This design comes from an exercise in tuning for a short achievable clock period and few clock cycles on the open sky130 flow, not from production work.
Function was checked by simulation only, so behaviour that the tests miss may differ from the original.
Power is estimated from default activity; no workload was simulated.

==> flow/design.v <==
module pipe(
    input  wire        clk,
    input  wire        rst,
    input  wire [31:0] InstrF,
    output wire [31:0] PC,
    output wire        MemWriteM,
    output wire [31:0] ALUResultM,
    output wire [31:0] BM,
    input  wire [31:0] ReadDataM
);
    reg  [31:2] pcF;
    reg         vD;
    reg  [31:0] insD;
    reg  [31:2] pcD, pc1D, altD;
    reg         predTD;
    reg         wrE, ldE, stE, brE, jrE, predTE;
    reg  [4:0]  rdE;
    reg  [2:0]  f3E;
    reg  [31:0] aE, bE, sdE;
    reg  [31:2] pcE, pc1E, altE;
    reg         sAddE, sSubE, sSllE, sSltE, sSltuE, sXorE, sSrE, sSraE, sOrE, sAndE, sLinkE;
    reg         wrM, ldM, MemWriteM_r;
    reg  [4:0]  rdM;
    reg  [31:0] ALUResultM_r, BM_r;
    reg  [31:0] rf [1:31];
    reg  [1:0]  bhc [0:63];
    reg         bhv [0:63];
    assign PC         = {pcF, 2'b00};
    assign MemWriteM  = MemWriteM_r;
    assign ALUResultM = ALUResultM_r;
    assign BM         = BM_r;
    wire [31:0] sumE  = aE + bE;
    wire [32:0] difE  = {1'b0, aE} - {1'b0, bE};
    wire        eqE   = (aE == bE);
    wire        ltuE  = difE[32];
    wire        ltE   = (aE[31] ^ bE[31]) ? aE[31] : difE[31];
    wire [31:0] sllE  = aE << bE[4:0];
    wire [31:0] srE   = aE >> bE[4:0];
    wire [31:0] sraE  = $signed(aE) >>> bE[4:0];
    wire [31:0] resE =
          ({32{sAddE}}  & sumE)
        | ({32{sSubE}}  & difE[31:0])
        | ({32{sSllE}}  & sllE)
        | ({32{sSltE}}  & {31'b0, ltE})
        | ({32{sSltuE}} & {31'b0, ltuE})
        | ({32{sXorE}}  & (aE ^ bE))
        | ({32{sSrE}}   & srE)
        | ({32{sSraE}}  & sraE)
        | ({32{sOrE}}   & (aE | bE))
        | ({32{sAndE}}  & (aE & bE))
        | ({32{sLinkE}} & {pc1E, 2'b00});
    reg takenE;
    always @(*) begin
        case (f3E)
            3'b000:  takenE = eqE;
            3'b001:  takenE = ~eqE;
            3'b100:  takenE = ltE;
            3'b101:  takenE = ~ltE;
            3'b110:  takenE = ltuE;
            default: takenE = ~ltuE;
        endcase
    end
    wire [31:2] rqc  = aE[31:2] ^ bE[31:2] ^ altE[31:2];
    wire [31:3] genc = (aE[30:2] & bE[30:2]) | ((aE[30:2] | bE[30:2]) & rqc[30:2]);
    wire        c2   = (aE[1] & bE[1]) | ((aE[1] | bE[1]) & aE[0] & bE[0]);
    wire        jokE = (rqc[2] == c2) & (rqc[31:3] == genc[31:3]);
    wire        misBrE = brE & (takenE ^ predTE);
    wire        misJrE = jrE & ~jokE;
    wire        redirE = misBrE | misJrE;
    wire [31:2] redirT = jrE ? sumE[31:2] : altE;
    wire [31:0] mvalM = ldM ? ReadDataM : ALUResultM_r;
    wire [6:0] opD  = insD[6:0];
    wire [4:0] rdD  = insD[11:7];
    wire [2:0] f3D  = insD[14:12];
    wire [4:0] rs1D = insD[19:15];
    wire [4:0] rs2D = insD[24:20];
    wire       f7D  = insD[30];
    wire isLdD  = opD == 7'b0000011;
    wire isStD  = opD == 7'b0100011;
    wire isRD   = opD == 7'b0110011;
    wire isID   = opD == 7'b0010011;
    wire isBrD  = opD == 7'b1100011;
    wire isJalD = opD == 7'b1101111;
    wire isJrD  = opD == 7'b1100111;
    wire use1D = isLdD | isStD | isRD | isID | isBrD | isJrD;
    wire use2D = isStD | isRD | isBrD;
    wire wrD   = (isLdD | isRD | isID | isJalD | isJrD) & (rdD != 5'd0);
    wire [31:0] immID = {{20{insD[31]}}, insD[31:20]};
    wire [31:0] immSD = {{20{insD[31]}}, insD[31:25], insD[11:7]};
    wire fa1E = wrE & (rdE == rs1D);
    wire fa2E = wrE & (rdE == rs2D);
    wire fa1M = wrM & (rdM == rs1D);
    wire fa2M = wrM & (rdM == rs2D);
    wire stallD = vD & ldE & ((use1D & fa1E) | (use2D & fa2E));
    wire [31:0] rf1 = (rs1D == 5'd0) ? 32'b0 : rf[rs1D];
    wire [31:0] rf2 = (rs2D == 5'd0) ? 32'b0 : rf[rs2D];
    wire [31:0] v1M = fa1M ? mvalM : rf1;
    wire [31:0] v2M = fa2M ? mvalM : rf2;
    wire [31:0] v1D = fa1E ? resE : v1M;
    wire [31:0] v2D = fa2E ? resE : v2M;
    wire        useImmD = isLdD | isStD | isID | isJrD;
    wire [31:0] immBD   = isStD ? immSD : immID;
    wire [31:0] opBD    = (~useImmD & fa2E) ? resE : (useImmD ? immBD : v2M);
    wire aluD  = isRD | isID;
    wire subD  = isRD & f7D;
    wire goD   = vD & ~stallD & ~redirE;
    wire [6:0] opF  = InstrF[6:0];
    wire [2:0] f3F  = InstrF[14:12];
    wire [4:0] rs1F = InstrF[19:15];
    wire [4:0] rs2F = InstrF[24:20];
    wire isBrF  = opF == 7'b1100011;
    wire isJalF = opF == 7'b1101111;
    wire isJrF  = opF == 7'b1100111;
    wire [31:2] immJF = {{12{InstrF[31]}}, InstrF[19:12], InstrF[20], InstrF[30:22]};
    wire [31:2] immBF = {{20{InstrF[31]}}, InstrF[7], InstrF[30:25], InstrF[11:9]};
    wire [31:2] immIF = {{20{InstrF[31]}}, InstrF[31:22]};
    wire [31:2] pc1F = pcF + 30'd1;
    wire [31:2] tJF  = pcF + immJF;
    wire [31:2] tBF  = pcF + immBF;
    wire [31:2] tRF  = pc1D + immIF;
    wire [5:0] bixF  = pcF[7:2];
    wire       selfF = (rs1F == rs2F);
    wire       eqTkF = (f3F == 3'b000) | (f3F == 3'b101) | (f3F == 3'b111);
    wire       bimF  = bhv[bixF] ? bhc[bixF][1] : InstrF[31];
    wire       pTF   = selfF ? eqTkF : bimF;
    wire       lnkF  = vD & (isJalD | isJrD) & (rdD != 5'd0) & (rdD == rs1F);
    wire        tkF    = isJalF | (isBrF & pTF) | (isJrF & lnkF);
    wire [31:2] predF  = isJalF ? tJF : (isBrF ? tBF : tRF);
    wire [31:2] nextF  = tkF ? predF : pc1F;
    wire [31:2] altF   = isBrF ? (pTF ? pc1F : tBF) : nextF;
    integer i;
    always @(posedge clk or negedge rst) begin
        if (!rst) begin
            pcF <= 30'b0;
        end else if (redirE) begin
            pcF <= redirT;
        end else if (!stallD) begin
            pcF <= nextF;
        end
    end
    always @(posedge clk or negedge rst) begin
        if (!rst) begin
            vD     <= 1'b0;
            insD   <= 32'b0;
            pcD    <= 30'b0;
            pc1D   <= 30'b0;
            altD   <= 30'b0;
            predTD <= 1'b0;
        end else if (redirE) begin
            vD     <= 1'b0;
        end else if (!stallD) begin
            vD     <= 1'b1;
            insD   <= InstrF;
            pcD    <= pcF;
            pc1D   <= pc1F;
            altD   <= altF;
            predTD <= pTF;
        end
    end
    always @(posedge clk or negedge rst) begin
        if (!rst) begin
            wrE <= 1'b0; ldE <= 1'b0; stE <= 1'b0; brE <= 1'b0; jrE <= 1'b0; predTE <= 1'b0;
            rdE <= 5'b0; f3E <= 3'b0;
            aE <= 32'b0; bE <= 32'b0; sdE <= 32'b0;
            pcE <= 30'b0; pc1E <= 30'b0; altE <= 30'b0;
            sAddE <= 1'b0; sSubE <= 1'b0; sSllE <= 1'b0; sSltE <= 1'b0; sSltuE <= 1'b0;
            sXorE <= 1'b0; sSrE <= 1'b0; sSraE <= 1'b0; sOrE <= 1'b0; sAndE <= 1'b0; sLinkE <= 1'b0;
        end else begin
            wrE    <= goD & wrD;
            ldE    <= goD & isLdD;
            stE    <= goD & isStD;
            brE    <= goD & isBrD;
            jrE    <= goD & isJrD;
            predTE <= predTD;
            rdE    <= rdD;
            f3E    <= f3D;
            aE     <= v1D;
            bE     <= opBD;
            sdE    <= v2D;
            pcE    <= pcD;
            pc1E   <= pc1D;
            altE   <= altD;
            sAddE  <= isLdD | isStD | (aluD & (f3D == 3'b000) & ~subD);
            sSubE  <= aluD & (f3D == 3'b000) & subD;
            sSllE  <= aluD & (f3D == 3'b001);
            sSltE  <= aluD & (f3D == 3'b010);
            sSltuE <= aluD & (f3D == 3'b011);
            sXorE  <= aluD & (f3D == 3'b100);
            sSrE   <= aluD & (f3D == 3'b101) & ~f7D;
            sSraE  <= aluD & (f3D == 3'b101) & f7D;
            sOrE   <= aluD & (f3D == 3'b110);
            sAndE  <= aluD & (f3D == 3'b111);
            sLinkE <= isJalD | isJrD;
        end
    end
    always @(posedge clk or negedge rst) begin
        if (!rst) begin
            wrM <= 1'b0; ldM <= 1'b0; MemWriteM_r <= 1'b0;
            rdM <= 5'b0; ALUResultM_r <= 32'b0; BM_r <= 32'b0;
        end else begin
            wrM          <= wrE;
            ldM          <= ldE;
            MemWriteM_r  <= stE;
            rdM          <= rdE;
            ALUResultM_r <= resE;
            BM_r         <= sdE;
        end
    end
    always @(posedge clk or negedge rst) begin
        if (!rst) begin
            for (i = 1; i < 32; i = i + 1) rf[i] <= 32'b0;
        end else if (wrM) begin
            rf[rdM] <= mvalM;
        end
    end
    wire [5:0] bixE = pcE[7:2];
    always @(posedge clk or negedge rst) begin
        if (!rst) begin
            for (i = 0; i < 64; i = i + 1) begin
                bhv[i] <= 1'b0;
                bhc[i] <= 2'b00;
            end
        end else if (brE) begin
            bhv[bixE] <= 1'b1;
            if (!bhv[bixE])
                bhc[bixE] <= takenE ? (predTE ? 2'b11 : 2'b10) : (predTE ? 2'b01 : 2'b00);
            else if (takenE && bhc[bixE] != 2'b11)
                bhc[bixE] <= bhc[bixE] + 2'b01;
            else if (!takenE && bhc[bixE] != 2'b00)
                bhc[bixE] <= bhc[bixE] - 2'b01;
        end
    end
endmodule
==> flow/run.sh <==
#!/bin/bash
# synth_recipe.tcl (not shown) runs the flow's synth.tcl, then flattens the netlist and writes it again
# the make line also repeats each setting of config.mk as NAME=value (left out here)
make -C /OpenROAD-flow-scripts/flow DESIGN_CONFIG=/design/flow/config.mk WORK_HOME=/design/flow/orfs CLKGATE_MAP_FILE= SYNTH_SCRIPT=/design/flow/synth_recipe.tcl finish
==> flow/config.mk <==
export PLATFORM = sky130hd
export DESIGN_NAME = pipe
export DESIGN_NICKNAME = pipe
export VERILOG_FILES = /design/flow/design.v
export SDC_FILE = /design/flow/constraint.sdc
export NUM_CORES = 8
export LEC_CHECK = 0
export ABC_CLOCK_PERIOD_IN_PS = 2800
export CAP_MARGIN = 20
export CORE_MARGIN = 2
export CORE_UTILIZATION = 40
export SETUP_SLACK_MARGIN = 4.5
export SLEW_MARGIN = 20
export TNS_END_PERCENT = 100
==> flow/constraint.sdc <==
create_clock -name core_clock -period 7.5 [get_ports {clk}]
set_input_delay 1.5000 -clock core_clock [delete_from_list [all_inputs] [get_ports {clk}]]
set_output_delay 1.5000 -clock core_clock [all_outputs]
set_load 0.01 [all_outputs]
==> impl_metrics.yaml, run 1 <==
setup_path:
  path_class: "reg -> reg"
  cp-start-kind: "flop"
  cp_slowest_cell: "or4_4"
  crit_arrival_ns: 6.48
  path_max_fanout: 13
  crit_top_cell: "buf_6"
  slowest_delay_ns: 0.59
  end_kind: "flop"
  required_ns: 8.24
placed_design:
  numPortBuffers: 160
  hpwl_um: 291300
  pre_cts_slack_ns: 0.8993
  gp_congestion: 1.025
routing:
  drc_errors: 0
  viasPerCell: 7.143
  route.antenna.remaining_nets: 0
  detail_route.first_pass.iterations: 15
  wire_per_inst_um: 38.19
  wirelength_um: 496900
  drt_iter0_drc: 19080
  num_vias: 92940
sta:
  setup_viol: 0
  slew_headroom: 0.08199
  rsz0062_at_grt: "yes"
  finalSetupTns_ns: 0
  fin_skew_ns: 0.07734
  slew_viol_final: 0
  worstMarginPinSlew_ns: 1.376
  hold_viol: 0
  period_minus_slack_ns: 5.735
  timing.final.ws_setup_ns: 1.765
  fin_crit_sh: 0.7646
  fmax_ghz: 0.1744
synthesis:
  synth_compound_area_frac: 0.2596
  synth.avg_cell_area_um2: 9.081
  postSynth.asyncResetShare: 1.000
  synth_cells: 9607
  ys_types: 105
  synthMuxAreaShare: 0.04474
  synth_enable_flop_cells: 0
  yosys.area_share.simple: 0.1445
  synth_top_family_by_area: "compound AO/OA/AOI/OAI gates"
  yosys_warnings: 4
  synth_fa_ha_area_frac: 0.03370
  yosys.area_share.xor_xnor: 0.01907
  synth_ff_type: "dfrtp_1"
  ys_ff_latch: 1573
  yosysSeqAreaShare: 0.4512
  synthesis.area_um2: 87240
layout:
  drive_gt1_frac: 0.2263
  area_delta_synth_final_pct: 26.39
  n_fill_cell: 19580
  final_net_count: 10250
power_and_ir_drop:
  p_leak_nw: 45.36
  irDropWorstVdd_mv: 0.2689
  power.density_nw_per_um2: 335.7
clock_tree:
  clockBufferDepth: 3
  cts_root_buf: "clkbuf_16"
  clock_latency_ns: 0.91
  cts_inserted_buffers: 171
  cts_htree_levels: 4
  cts_tree: "done"
  clk_pin_slew_ns: 0.06
  cts.sinks: 1573
grt:
  grt_overflow: 0
  grt_first_pass_wirelength_um: 677000
  grt_usage: 0.4279
  grt_pass1_vias: 85550
  grt_max_degree: 180
  antenna_found_initial: 43
die:
  fp-row-count: 171
  die_y_um: 471.0
  ioPinCount: 163
  core-area_um2: 217000
  initial_core_util: 0.4021
  die_area_um2: 221900
  die_w_um: 471.0
hold_path:
  hp-class: "reg -> reg"
run:
  drv_cap: 0
run_status:
  status: "timing/DRC/antenna clean"
==> worst max-delay path: cells and delay by family, from the launching register on <==
| family | cells | cell delay, ns |
|---|---|---|
| compound gates | 8 | 1.63 |
| buf+inv | 8 | 1.15 |
| fa+ha+maj | 2 | 0.68 |
| mux | 1 | 0.29 |
| flops | 1 | 0.42 |
| simple gates | 9 | 1.40 |
==> kinds of logic (layout without fill, tap and decap cells) <==
group	count (synthesis)	after routing
flip-flops	1573	1573
AND/OR/NAND/NOR	2825	2835
other	1	44
multiplexers	316	323
adder cells (fa/ha/maj)	214	214
XOR/XNOR	190	190
buffers and inverters	1057	1547
AO/OA/AOI/OAI	3431	3431
==> worst paths after layout <==
path / from / cells after the start / slack, ns / endpoint
min in group asynchronous: rst / 1 / 0.50 / rf[4][30]
worst max-delay path: aE[16] / 28 / 1.77 / altD[10]
max in group asynchronous: rst / 2 / 4.96 / pcF[7]
worst min register to register: sdE[20] / 0 / 0.35 / BM_r[20]
worst min-delay path: sdE[20] / 0 / 0.35 / BM_r[20]
worst max register to register: aE[16] / 28 / 1.77 / altD[10]
==> power by group <==
group | switching (mW) | internal, mW
Combinational | 10.7 | 6.10
Clock | 3.98 | 5.23
Sequential | 1.44 | 9.55
==> metrics by stage <==
| step | util | area [µm²] | hold slack, ns | cells | total power, mW |
|---|---|---|---|---|---|
| 6_report | 0.5082 | 110300 | 0.3471 | 13010 | 37.02 |
| 5_1_grt | 0.5079 | 110200 | 0.3529 | 12980 | 37.77 |
| 4_1_cts | 0.4913 | 106600 | 0.3478 | 12820 | 34.72 |
| 3_5_place_dp | 0.4315 | 93620 | 0.3347 | 12080 | 23.62 |
| 3_3_place_gp | 0.4311 | 93530 | 0.3346 | 12080 | 23.56 |
| 2_1_floorplan | - | 88210 | 0.3312 | 9608 | 18.20 |
==> registers in the layout, indices dropped and copies added (netlist names), 3 cells and up <==
register / cells
bhv: 64
f3E: 3
insD: 32
altE: 30
rdE: 5
bhc: 128
pc1D: 30
sdE: 32
rdM: 5
bE: 32
BM_r: 32
aE: 32
pc1E: 30
altD: 30
pcF: 30
rf: 992
ALUResultM_r: 32
pcE: 6
pcD: 6
==> cells in the mapped netlist, drive strengths merged, types with 29 or more instances <==
cell    instances  area, µm²
a211oi         70      525.5
fa             35      700.7
a221o          32      320.3
a31oi          55      344.1
xor2           73      639.4
a22oi         463       3481
a222oi         83      830.8
clkbuf        682       2560
a22o          239       2093
mux2          152       1712
mux4           44      991.0
nand3         231       1156
mux2i         120       1201
nor4           54      377.9
inv           212      795.8
ha            179       2240
o22ai          74      462.9
nor2         1157       4343
o211ai         36      270.3
dfrtp        1573      39360
nand2b         74      462.9
nand4         157      982.2
a221oi        283       2479
a21o          114      855.8
nor3          135      698.2
buf           160      747.0
nand2         803       3019
o21ai         691       3458
nor2b          44      275.3
a21oi        1013       5085
and3           29      181.4
o221ai         31      271.5
xnor2         117       1025
==> area by class of cell <==
type,count,area (µm²),share of cell area
multi-input cells,6995,49260,0.4467
diodes,42,105.1,0.0009532
well taps,2854,3571,0.03238
inverters,215,824.5,0.007478
clock buffers,237,4907,0.04450
flip-flops and latches,1573,39470,0.3580
repair buffers,1017,10950,0.09927
clock inverters,78,1180,0.01070
==> routing by layer <==
layer  global-route usage  vias up  wire length [µm]
li1                     -    36170                 -
met1               0.5527    44950            179500
met2               0.5632     9095            190400
met3               0.2100     2675             84230
met4               0.2657       48             41790
met5              0.01536        -               899
==> cells in the final DEF, fill, tap and decap left out, types with 83 or more instances in the layout <==
cell type / n
dfrtp_1: 1496
nor2_1: 1020
a21oi_1: 918
nand2_1: 718
o21ai_0: 619
buf_4: 526
a22oi_1: 457
a221oi_1: 252
a22o_1: 239
nand3_1: 204
inv_1: 194
clkbuf_16: 182
buf_6: 177
nand4_1: 157
ha_1: 156
xnor2_1: 113
a21o_1: 111
nor2_4: 110
mux2_2: 96
nor3_1: 90
buf_12: 88
a222oi_1: 83
==> repair_timing <==
item	4_1_cts	5_1_grt
hold endpoints to repair	0	0
cloned	48	18
setup buffers	378	124
setup endpoints to repair	568	617
pin swaps	161	180
gates resized for setup	1014	510
hold buffers	0	0
Testbench counts, summed over its fixed seeds: cycles 25,020.
==> inputs of run 2 (changes only) <==
==> flow/config.mk (replaced) <==
export PLATFORM = sky130hd
export DESIGN_NAME = pipe
export DESIGN_NICKNAME = pipe
export VERILOG_FILES = /design/flow/design.v
export SDC_FILE = /design/flow/constraint.sdc
export NUM_CORES = 8
export LEC_CHECK = 0
export CAP_MARGIN = 20
export CORE_MARGIN = 2
export CORE_UTILIZATION = 40
export SLEW_MARGIN = 20
==> run 2 against run 1 <==
  * Still clean on timing, DRC and antenna
  * Design area down 9.8%
  * Register-to-register slack worse by 1.2 ns
  * Sequential power barely moved
  * Synthesized cell count did not move
  * Non-clock buffer count shrank 533
  * Setup slack worse by 1.2 ns
  * Critical path depth is 5 lower
  * Area after synthesis stayed put
  * Final cell count decreased by 4.4%
  * Sequential share of layout area is 3.8 points higher
  * Via count decreased by 5.0%
  * Critical endpoint is now bhc[50][1]
  * Largest cell class unchanged
  * Highest routed layer unchanged
==> impl_metrics.yaml, run 2 <==
routing:
  drt_iter0_drc: 17600
  wl_met2_um: 177100
  route.antenna.remaining_nets: 0
  detail_route.first_pass.iterations: 12
  wirelength_um: 461600
  viasPerCell: 7.096
  route.met3.wl_um: 73730
  wire_per_inst_um: 37.10
  drc_errors: 0
  highest_layer: "met5"
  wirelength_met1_um: 177200
  num_vias: 88290
power_and_ir_drop:
  internal_power_mw: 19.09
  p_leak_nw: 40.50
  power.density_nw_per_um2: 336.4
  irDropWorstVdd_mv: 0.3016
  p_clk_frac: 0.280
  power.share.sequential: 0.332
  power.share.switching: 0.4291
  p_switching_mw: 14.35
  pwr-share-comb: 0.387
setup_path:
  cp_cell_sequence: "inv_1 -> ha_1 -> or3_1 -> or4_4 -> o221a_2 -> nor3b_1 -> nor3_1 -> a211oi_1 -> nor2_1 -> nor2_1 -> nor2_1 -> o31ai_2 -> fa_2 -> o21ai_0 -> mux2_1 -> o21ai_1 -> a311oi_2 -> and3_1 -> a22oi_2 -> buf_12 -> and2_1 -> nand2_1 -> mux2_2"
  crit_arrival_ns: 7.66
  timing.rr.end: "bhc[50][1]"
  critPathLaunch: "aE[8]"
  crit_top_cell: "nor2_1"
  path_class: "reg -> reg"
  cp_slowest_cell: "dfrtp_1"
  required_ns: 8.21
  end_kind: "flop"
  cp-start-kind: "flop"
  path_max_fanout: 51
  ff2ff_setup_slack_ns: 0.55
  slowest_delay_ns: 0.65
  r2r_start: "aE[8]"
  r2r_cells: 23
sta:
  hold_viol: 0
  slew_headroom: 0.1125
  fin_crit_sh: 0.9264
  setup_viol: 0
  period_minus_slack_ns: 6.948
  finalSetupTns_ns: 0
  fin_skew_ns: 0.08053
  rsz0062_at_grt: "no"
  slew_viol_final: 0
  fmax_ghz: 0.1439
  worstMarginPinSlew_ns: 1.328
  timing.final.ws_setup_ns: 0.5521
layout:
  final_area_um2: 99410
  area_delta_synth_final_pct: 13.95
  drive_gt1_frac: 0.1078
  largestRegisters: "rf: 992 flops, bhc: 128 flops, bhv: 64 flops"
  final_net_count: 9704
  top_register: "rf"
  final_common_cell: "dfrtp_1"
  multi_input_area_um2: 44980
  largest_reg_flops: 992
  final_cell_mix: "dfrtp_1, nor2_1, a21oi_1"
  n_fill_cell: 20700
  ff_latch_area_um2: 39380
synthesis:
  synthesis.area_um2: 87240
  synth_ff_type: "dfrtp_1"
  synth_enable_flop_cells: 0
  yosysSeqAreaShare: 0.4512
  yosysMostFrequentCell: "dfrtp_1"
  synth.largest_area_cell: "dfrtp_1"
  ys_ff_latch: 1573
  postSynth.asyncResetShare: 1.000
  synth.cells.most_frequent: "dfrtp_1, nor2_1, a21oi_1, nand2_1, o21ai_0"
  ys_types: 105
  synth_area_leaders: "dfrtp_1, a21oi_1, nor2_1"
  synth_cells: 9607
  synth_top_area_share: 0.4512
  yosys_warnings: 4
  synth.avg_cell_area_um2: 9.081
placed_design:
  gp_congestion: 1.027
  pre_cts_slack_ns: 0.4166
  dpl_cell_area_um2: 92990
  numPortBuffers: 160
  hpwl_um: 296500
hold_path:
  hp-class: "reg -> reg"
  hold_start: "sdE[16]"
  min_to: "BM_r[16]"
  holdPathStages: 0
die:
  die_y_um: 471.0
  ioPinCount: 163
  initial_core_util: 0.4021
  die_area_um2: 221900
  fp-row-count: 171
  die_w_um: 471.0
  core-area_um2: 217000
run_status:
  status: "timing/DRC/antenna clean"
grt:
  grt_pass1_vias: 81390
  grt_max_degree: 183
  antenna_found_initial: 37
  grt_usage: 0.4023
  grt_overflow: 0
  grt_first_pass_wirelength_um: 639500
clock_tree:
  cts.sinks: 1573
  cts_inserted_buffers: 172
  clock_latency_ns: 0.91
  cts_htree_levels: 4
  cts_root_buf: "clkbuf_16"
  clockBufferDepth: 3
  cts_tree: "done"
  clk_pin_slew_ns: 0.07
  cts_hold_buf: 0
run:
  drv_cap: 0
==> run 2: logic make-up after synthesis <==
group | count (synthesis) | synth area share
AOI/OAI and AO/OA | 3431 | 0.2596
xor gates and xnor gates | 190 | 0.01907
adders and majority gates | 214 | 0.03370
buffers and inverters | 1057 | 0.04715
DFF | 1573 | 0.4512
muxes | 316 | 0.04474
other | 1 | 0.00004298
and+or+nand+nor | 2825 | 0.1445
==> run 2: final cells by class <==
class	instances	area share
tap	2854	0.03592
sequential	1573	0.3961
multi-input combinational	6978	0.4524
clock buffer	242	0.05007
antenna	24	0.0006041
clock inverter	72	0.01261
inverter	215	0.008118
timing repair buffer	484	0.04410
==> run 2: how the worst max path moves through the flow <==
stage            endpoint  slack (ns)  cells after the start
2_1_floorplan  bhc[28][1]        1.30                     28
3_3_place_gp   bhc[50][1]        0.55                     23
3_5_place_dp   bhc[50][1]        0.42                     23
4_1_cts        bhc[50][1]        0.36                     23
5_1_grt        bhc[50][0]        0.12                     23
6_report       bhc[50][1]        0.55                     23
==> run 2: power by group through the flow <==
stage	registers [mW]	logic (mW)	clock network, mW
floorplan	10.4	7.44	0
global placement	11.1	12.3	0
detailed placement	11.1	12.3	0
CTS	11.0	12.3	9.39
global route	11.2	13.5	9.73
finish	11.1	13.0	9.38
==> run 2: what timing repair did <==
item                                    in CTS  in global routing
buffers inserted                             0                  0
endpoints found under the setup margin       0                 66
resized for setup                            0                  2
==> run 2: metal layers <==
metal	up-vias	global-route usage
li1	35020	-
met1	43130	0.5425
met2	8099	0.5318
met3	2023	0.1790
met4	24	0.2180
met5	-	0.004975
==> run 2: stage by stage <==
stage,std cells,total power [mW],hold slack (ns),utilization
floorplan,9608,17.84,0.3312,-
detailed placement,12100,23.42,0.3347,0.4286
global placement,12100,23.39,0.3347,0.4281
finish,12440,33.44,0.3190,0.4582
CTS,12410,32.73,0.3343,0.4573
global route,12420,34.37,0.3416,0.4580
==> run 2: worst max-delay path: cells and delay by family, from the launching register on <==
family                     cells  cell delay, ns
and+or+nand+nor               10            2.26
AOI/OAI and AO/OA              7            1.85
adders and majority gates      2            0.92
DFF                            1            0.65
muxes                          2            0.63
buffers and inverters          2            0.41
==> inputs of run 3 (changes only) <==
--- a/flow/design.v
+++ b/flow/design.v
@@ -30,10 +30,10 @@
     assign ALUResultM = ALUResultM_r;
     assign BM         = BM_r;
     wire [31:0] sumE  = aE + bE;
-    wire [32:0] difE  = {1'b0, aE} - {1'b0, bE};
+    wire [31:0] difE  = aE - bE;
     wire        eqE   = (aE == bE);
-    wire        ltuE  = difE[32];
-    wire        ltE   = (aE[31] ^ bE[31]) ? aE[31] : difE[31];
+    wire        ltuE, ltE;
+    cmp32 cmpE (.a(aE), .b(bE), .ltu(ltuE), .lt(ltE));
     wire [31:0] sllE  = aE << bE[4:0];
     wire [31:0] srE   = aE >> bE[4:0];
     wire [31:0] sraE  = $signed(aE) >>> bE[4:0];
@@ -141,15 +141,20 @@
     always @(posedge clk or negedge rst) begin
         if (!rst) begin
             vD     <= 1'b0;
+        end else if (redirE) begin
+            vD     <= 1'b0;
+        end else if (!stallD) begin
+            vD     <= 1'b1;
+        end
+    end
+    always @(posedge clk or negedge rst) begin
+        if (!rst) begin
             insD   <= 32'b0;
             pcD    <= 30'b0;
             pc1D   <= 30'b0;
             altD   <= 30'b0;
             predTD <= 1'b0;
-        end else if (redirE) begin
-            vD     <= 1'b0;
         end else if (!stallD) begin
-            vD     <= 1'b1;
             insD   <= InstrF;
             pcD    <= pcF;
             pc1D   <= pc1F;
@@ -213,21 +218,68 @@
             rf[rdM] <= mvalM;
         end
     end
-    wire [5:0] bixE = pcE[7:2];
+    reg       brM, tkM, ptM;
+    reg [5:0] bixM;
+    always @(posedge clk or negedge rst) begin
+        if (!rst) begin
+            brM <= 1'b0; tkM <= 1'b0; ptM <= 1'b0; bixM <= 6'b0;
+        end else begin
+            brM <= brE; tkM <= takenE; ptM <= predTE; bixM <= pcE[7:2];
+        end
+    end
     always @(posedge clk or negedge rst) begin
         if (!rst) begin
             for (i = 0; i < 64; i = i + 1) begin
                 bhv[i] <= 1'b0;
                 bhc[i] <= 2'b00;
             end
-        end else if (brE) begin
-            bhv[bixE] <= 1'b1;
-            if (!bhv[bixE])
-                bhc[bixE] <= takenE ? (predTE ? 2'b11 : 2'b10) : (predTE ? 2'b01 : 2'b00);
-            else if (takenE && bhc[bixE] != 2'b11)
-                bhc[bixE] <= bhc[bixE] + 2'b01;
-            else if (!takenE && bhc[bixE] != 2'b00)
-                bhc[bixE] <= bhc[bixE] - 2'b01;
+        end else if (brM) begin
+            bhv[bixM] <= 1'b1;
+            if (!bhv[bixM])
+                bhc[bixM] <= tkM ? (ptM ? 2'b11 : 2'b10) : (ptM ? 2'b01 : 2'b00);
+            else if (tkM && bhc[bixM] != 2'b11)
+                bhc[bixM] <= bhc[bixM] + 2'b01;
+            else if (!tkM && bhc[bixM] != 2'b00)
+                bhc[bixM] <= bhc[bixM] - 2'b01;
         end
     end
 endmodule
+module cmp32 (
+    input  wire [31:0] a,
+    input  wire [31:0] b,
+    output wire        ltu,
+    output wire        lt
+);
+    wire [31:0] l0 = ~a & b;
+    wire [31:0] e0 = ~(a ^ b);
+    wire        ls = a[31] & ~b[31];
+    function [1:0] comb;    
+        input lh, eh, ll, el;
+        comb = {lh | (eh & ll), eh & el};
+    endfunction
+    genvar k;
+    wire [15:0] l1, e1;
+    wire [7:0]  l2, e2;
+    wire [3:0]  l3, e3;
+    wire [1:0]  l4, e4;
+    generate
+        for (k = 0; k < 16; k = k + 1) begin : g1
+            assign {l1[k], e1[k]} = comb(l0[2*k+1], e0[2*k+1], l0[2*k], e0[2*k]);
+        end
+        for (k = 0; k < 8; k = k + 1) begin : g2
+            assign {l2[k], e2[k]} = comb(l1[2*k+1], e1[2*k+1], l1[2*k], e1[2*k]);
+        end
+        for (k = 0; k < 4; k = k + 1) begin : g3
+            assign {l3[k], e3[k]} = comb(l2[2*k+1], e2[2*k+1], l2[2*k], e2[2*k]);
+        end
+        for (k = 0; k < 2; k = k + 1) begin : g4
+            assign {l4[k], e4[k]} = comb(l3[2*k+1], e3[2*k+1], l3[2*k], e3[2*k]);
+        end
+    endgenerate
+    assign ltu = l4[1] | (e4[1] & l4[0]);
+    wire l1s = ls | (e0[31] & l0[30]);
+    wire l2s = l1s | (e1[15] & l1[14]);
+    wire l3s = l2s | (e2[7] & l2[6]);
+    wire l4s = l3s | (e3[3] & l3[2]);
+    assign lt = l4s | (e4[1] & l4[0]);
+endmodule
--- a/flow/config.mk
+++ b/flow/config.mk
@@ -8,4 +8,6 @@
 export CAP_MARGIN = 20
 export CORE_MARGIN = 2
 export CORE_UTILIZATION = 40
+export SETUP_SLACK_MARGIN = 4.5
 export SLEW_MARGIN = 20
+export TNS_END_PERCENT = 100
==> run 3 against run 2 <==
  * Still clean on timing, DRC and antenna
  * Clock power down 1%
  * Sequential share of layout area is 5.0 points lower
  * Combinational power up 41%
  * Setup slack better by 2.9 ns
  * Total power grew 15%
  * Synthesized cell count grew 0.46%
  * Clock-buffer cell count is 3 lower
  * First-iteration DRC count increased by 10%
  * Worst hold slack better by 0.012 ns
  * Non-clock buffer count grew 722
  * Register-to-register slack gained 2.9 ns
  * Largest cell class unchanged
  * Highest routed layer unchanged
==> impl_metrics.yaml, run 3 <==
die:
  fp-row-count: 172
  die_y_um: 472.8
  initial_core_util: 0.4013
  die_w_um: 472.8
  die_area_um2: 223600
  core-area_um2: 219100
  ioPinCount: 163
setup_path:
  crit_buf_inv: 5
  slowest_delay_ns: 0.50
  cp_slowest_cell: "and2_1"
  path_max_fanout: 35
  path_class: "reg -> reg"
  cp-start-kind: "flop"
  end_kind: "flop"
  cp_cell_sequence: "buf_6 -> and2_1 -> o21ai_1 -> a222oi_1 -> o2111ai_1 -> nor2_2 -> mux2_4 -> o32ai_4 -> o31ai_4 -> buf_6 -> buf_6 -> buf_12 -> buf_12 -> mux2i_4 -> mux2i_1 -> a21oi_1"
  required_ns: 8.23
  crit_arrival_ns: 4.80
  cp_top_family: "compound AO/OA/AOI/OAI gates"
  crit_top_cell: "buf_6"
synthesis:
  synthMuxAreaShare: 0.04453
  yosys.area_share.simple: 0.1406
  yosys.area_share.xor_xnor: 0.01933
  synth_ff_type: "dfrtp_1"
  synth_compound_area_frac: 0.2608
  synth_top_area_share: 0.4503
  synth_cells: 9651
  synth_fa_ha_area_frac: 0.03749
  synthesis.area_um2: 87920
  postSynth.asyncResetShare: 1.000
  yosysSeqAreaShare: 0.4503
  synth.largest_area_cell: "dfrtp_1"
  synth.cells.most_frequent: "dfrtp_1, nor2_1, a21oi_1, nand2_1, clkbuf_1"
  synth.avg_cell_area_um2: 9.110
  synth_area_leaders: "dfrtp_1, a21oi_1, nor2_1"
  synth_enable_flop_cells: 0
  ys_types: 99
  ys_ff_latch: 1582
  synth_top_family_by_area: "compound AO/OA/AOI/OAI gates"
  yosys_warnings: 5
  yosysMostFrequentCell: "dfrtp_1"
placed_design:
  numPortBuffers: 160
  pre_cts_slack_ns: 2.125
  gp_congestion: 1.036
  hpwl_um: 287600
  dp.cells: 12130
  dpl_cell_area_um2: 95370
layout:
  drive_gt1_frac: 0.2675
  top_register: "rf"
  stdcell_count: 13260
  final_common_cell: "dfrtp_1"
  ff_latch_area_um2: 39770
  multi_input_area_um2: 52050
  final_cell_mix: "dfrtp_1, nor2_1, a21oi_1"
  largestRegisters: "rf: 992 flops, bhc: 128 flops, bhv: 64 flops"
  final_area_um2: 114900
  n_fill_cell: 19210
  largest_reg_flops: 992
  final_net_count: 10520
  area_delta_synth_final_pct: 30.64
grt:
  grt_usage: 0.4225
  antenna_found_initial: 36
  grt_max_degree: 178
  grt_first_pass_wirelength_um: 676300
  grt_overflow: 0
  grt_pass1_vias: 87400
sta:
  fin_skew_ns: 0.06726
  hold_viol: 0
  slew_headroom: 0.06858
  slew_viol_final: 0
  worstMarginPinSlew_ns: 1.396
  period_minus_slack_ns: 4.072
  fmax_ghz: 0.2456
  finalSetupTns_ns: 0
  timing.final.ws_setup_ns: 3.428
  setup_viol: 0
  rsz0062_at_grt: "yes"
  fin_crit_sh: 0.5429
routing:
  wire_per_inst_um: 36.97
  detail_route.first_pass.iterations: 13
  num_vias: 94340
  viasPerCell: 7.117
  wirelength_um: 490100
  drt_iter0_drc: 19370
  drc_errors: 0
  route.antenna.remaining_nets: 0
clock_tree:
  cts_htree_levels: 4
  clk_pin_slew_ns: 0.08
  cts_root_buf: "clkbuf_16"
  clock_latency_ns: 0.89
  cts_inserted_buffers: 172
  cts.sinks: 1582
  clockBufferDepth: 3
  cts_hold_buf: 0
  cts_tree: "done"
hold_path:
  hp-class: "reg -> reg"
run:
  drv_cap: 0
power_and_ir_drop:
  irDropWorstVdd_mv: 0.3042
  power.density_nw_per_um2: 333.9
  p_leak_nw: 46.90
run_status:
  status: "timing/DRC/antenna clean"
[run 3: layout make-up]
type                            count  area share
Antenna cell                       33   0.0007190
Multi-Input combinational cell   7026      0.4531
Clock inverter                     71    0.009586
Tap cell                         2871     0.03127
Clock buffer                      239     0.04281
Timing Repair Buffer             1206      0.1076
Inverter                          222    0.008116
Sequential cell                  1582      0.3463
Timing Repair inverter              5   0.0004793
[run 3: cell families (layout without fill, tap and decap cells)]
| family | count (synthesis) | count (layout) |
|---|---|---|
| AO/OA/AOI/OAI | 3485 | 3491 |
| flip-flops | 1582 | 1582 |
| adder cells (fa/ha/maj) | 243 | 243 |
| other | 1 | 35 |
| buffers and inverters | 1070 | 1743 |
| multiplexers | 308 | 316 |
| AND/OR/NAND/NOR | 2768 | 2780 |
| XOR/XNOR | 194 | 194 |
[run 3: routing by layer]
metal  GRT usage  part of all wire  vias to the layer above
li1            -                 -                    36770
met1      0.5390              0.36                    45480
met2      0.5563              0.38                     9305
met3      0.2139              0.17                     2741
met4      0.2708             0.088                       34
met5    0.004975            0.0011                        -
[run 3: metrics by stage]
| step | power [mW] | util | hold WS [ns] |
|---|---|---|---|
| 2_1_floorplan | 18.02 | - | 0.3312 |
| 3_3_place_gp | 22.71 | 0.4344 | 0.3335 |
| 3_5_place_dp | 22.80 | 0.4353 | 0.3347 |
| 4_1_cts | 36.12 | 0.5080 | 0.3391 |
| 5_1_grt | 39.14 | 0.5239 | 0.3479 |
| 6_report | 38.35 | 0.5243 | 0.3313 |
[run 3: what timing repair did]
| item | CTS | global route |
|---|---|---|
| cloned | 54 | 3 |
| endpoints found under the setup margin | 725 | 761 |
| gates resized for setup | 1483 | 415 |
| buffers inserted | 529 | 188 |
| pin swaps | 315 | 241 |
[run 3: final timing paths]
check | start | to | slack, ns | depth (start not counted)
worst max-delay path | pcF[7] | pcF[25] | 3.43 | 16
worst min-delay path | pcE[5] | bixM[5] | 0.33 | 0
worst max register to register | pcF[7] | pcF[25] | 3.43 | 16
worst min register to register | pcE[5] | bixM[5] | 0.33 | 0
max in group asynchronous | rst | pcF[7] | 4.80 | 3
min in group asynchronous | rst | rf[19][18] | 0.64 | 1
[run 3: power breakdown]
part	total, mW	internal [mW]	switching (mW)	leakage [nW]
Sequential	10.8	9.55	1.26	16.2
Combinational	18.3	7.31	11.0	27.7
Clock	9.24	5.31	3.93	2.95
Testbench counts of run 3, summed over its fixed seeds: cycles 25,020.

what the ideal ports hide:
No port has a modelled driver above. Below, the same layouts with a new extraction and two added sets of constraints. Step 1, drivers: a clkbuf_16 drives clk and a buf_2 each remaining input, both assumed. Step 2 times the ports against the registers' clock, not the clock port: input delays grow and output delays shrink by t, the midpoint of the rising clock arrivals with the driver on. a / b / c = no drivers / after step 1 / after step 2; a / b = the first two.
| run | t, ns | setup slack, ns | worst data-port slew with drivers (ns) | cell pins on the clock port's net |
|---|---|---|---|---|
| run 1 | 0.960 | 1.765 / 1.765 / 1.349 | 0.09 | 1 |
| run 2 | 0.952 | 0.552 / 0.552 / 0.552 | 0.09 | 1 |
| run 3 | 0.947 | 3.428 / 3.428 / 2.779 | 0.09 | 1 |
After both steps setup and hold are still met in every run listed. The setup slack of run 3, which loses most, moves by 0.000 ns with the drivers and by -0.649 ns with both steps.
